This design comes from an exercise in tuning for small area and a short achievable clock period on the open sky130 flow, not from production work.
In this exercise RTL edits were held to simulation tests only and were not proved equivalent to the original.

run E:
Design STFT, start of the top module:
module STFT (
    input wire clk,
    input wire SAMPLE_VALID,
    input wire signed [23:0] SAMPLE,
    input wire reset,
    output wire wr_en,
    output wire [6:0] wr_idx,
    output wire [31:0] wr_data
);
localparam N = 128;
localparam INS = 126;    
reg vq, vq2;
reg [7:0] xs;
always @(posedge clk) begin
    vq  <= SAMPLE_VALID;
    vq2 <= vq;
    xs  <= SAMPLE[23:16];
end
wire rise = vq & ~vq2;
reg [6:0] c;         
reg [6:0] oidx;      
reg feed;            
reg [6:0] n;
reg signed [8:0] d;
reg [7:0] xp;        
reg pend;
reg [6:0] p;         
reg [7:0] xo;        
reg clr;             
reg [6:0] cc;
reg v0, v1, v2;
reg [32*N-1:0] B;    
reg [8*N-1:0]  S;    
always @(posedge clk) begin
    if (reset) begin
        c <= 7'd0;
        oidx <= INS[6:0];
        feed <= 1'b0;
        n <= 7'd0;
        d <= 9'd0;
        pend <= 1'b0;
        p <= 7'd0;
        xo <= 8'd0;
        clr <= 1'b1;
        cc <= 7'd0;
        v0 <= 1'b0;
        v1 <= 1'b0;
        v2 <= 1'b0;
    end else begin
        c <= c + 7'd1;
        oidx <= oidx + 7'd1;
        if (clr) begin
            cc <= cc + 7'd1;
            if (&cc) clr <= 1'b0;
        end
        if (rise) begin
            feed <= 1'b1;
            n <= 7'd0;
            d <= {1'b0, xo} - {1'b0, xs};
            xp <= xs;
            pend <= 1'b1;
        end else if (feed) begin
            n <= n + 7'd1;
            if (&n) begin
                feed <= 1'b0;
                d <= 9'd0;
            end
        end
        if (pend && c == p) begin
            pend <= 1'b0;
            p <= p + 7'd1;
            xo <= S[15:8];
        end
        v0 <= feed;
        v1 <= v0;
        v2 <= v1;
    end
end
wire [47:0] w_next;
twiddleROM rom (.read_address(c + 7'd1), .twiddle(w_next));
reg [47:0] w;
always @(posedge clk) w <= w_next;
wire [31:0] res;
cMult mul (.clk(clk), .er(w[47:24]), .ei(w[23:0]), .A(B[31:16]), .Xi(B[15:0]),
  ...
For scale: about 9100 cells after synthesis, roughly 5500 flip-flops, ~67 I/O pins.
==> flow/config.mk <==
export PLATFORM = sky130hd
export DESIGN_NAME = STFT
export DESIGN_NICKNAME = STFT
export VERILOG_FILES = /design/flow/design.v
export SDC_FILE = /design/flow/constraint.sdc
export NUM_CORES = 4
export LEC_CHECK = 0
export CAP_MARGIN = 20
export CORE_MARGIN = 2
export CORE_UTILIZATION = 55
export PLACE_DENSITY = 0.7
export SLEW_MARGIN = 20
export SYNTH_MEMORY_MAX_BITS = 16384
export TNS_END_PERCENT = 0
==> flow/constraint.sdc <==
create_clock -name core_clock -period 12.0 [get_ports {clk}]
set_input_delay 2.4000 -clock core_clock [delete_from_list [all_inputs] [get_ports {clk}]]
set_output_delay 2.4000 -clock core_clock [all_outputs]
set_load 0.01 [all_outputs]
standard.sh (not shown) runs the stock make flow with config.mk's settings and CLKGATE_MAP_FILE= SYNTH_SCRIPT=/design/flow/synth_recipe.tcl, a recipe that flattens the netlist after the stock synthesis.
==> flow/flow/run.sh <==
#!/bin/bash
set -euo pipefail
export CTS_ARGS="-sink_clustering_enable -repair_clock_nets -dont_use_dummy_load -buf_list sky130_fd_sc_hd__clkbuf_8"
export SETUP_SLACK_MARGIN=8
bash standard.sh > standard.log 2>&1
Run E: done, clean on timing, DRC and antenna
## Diff of input files: run C against run E
Settings: an added CTS_BUF_LIST of sky130_fd_sc_hd__clkbuf_8; a deleted TNS_END_PERCENT that had been 0.
==> flow/run.sh (new file) <==
#!/bin/bash
# synth_recipe.tcl (not shown) runs the flow's synth.tcl, then flattens the netlist and writes it again
# the make line also repeats each setting of config.mk as NAME=value (left out here)
make -C /OpenROAD-flow-scripts/flow DESIGN_CONFIG=/design/flow/config.mk WORK_HOME=/design/flow/orfs CLKGATE_MAP_FILE= SYNTH_SCRIPT=/design/flow/synth_recipe.tcl finish
removed: flow/flow/run.sh
removed: flow/standard.sh
==> comparison <==
- Between run C and run E, the met2 routed wirelength is higher for run C.
- Having completed the whole flow, run C delivered a layout that passed the timing, design-rule and antenna checks.
- Going from run E to run C, the post-layout utilization of the core was found to have gone up by 1.9 points.
- The standard cells in run C occupy more silicon area than those in run E do.
- NOTE: area added between synthesis and finish in run C exceeds that of run E

==> static timing again, ports no longer ideal <==
Ports are ideal in the flow. The routed layouts listed here were re-timed in OpenROAD. Step 1 assumes that a clkbuf_16 drives the clock port and a buf_2 every other input. Step 2 times the ports against the registers' clock, not the clock port: input delays grow and output delays shrink by t, the midpoint of the rising clock arrivals with the driver on. Slacks: ideal / step 1 / step 2; pairs: ideal / step 1.
run | t (ns) | slack for setup (ns) | slew at the worst register clock pin (ns) | worst slew at a driven data input, ns
run E | 1.093 | 7.813 / 7.813 / 7.797 | 0.07 / 0.07 | 0.09
run C | 1.131 | 6.770 / 6.770 / 6.770 | 0.08 / 0.08 | 0.09
After both steps setup and hold are still met in every run listed. The setup slack of run E, which loses most, moves by 0.000 ns with the drivers and by -0.016 ns with both steps.
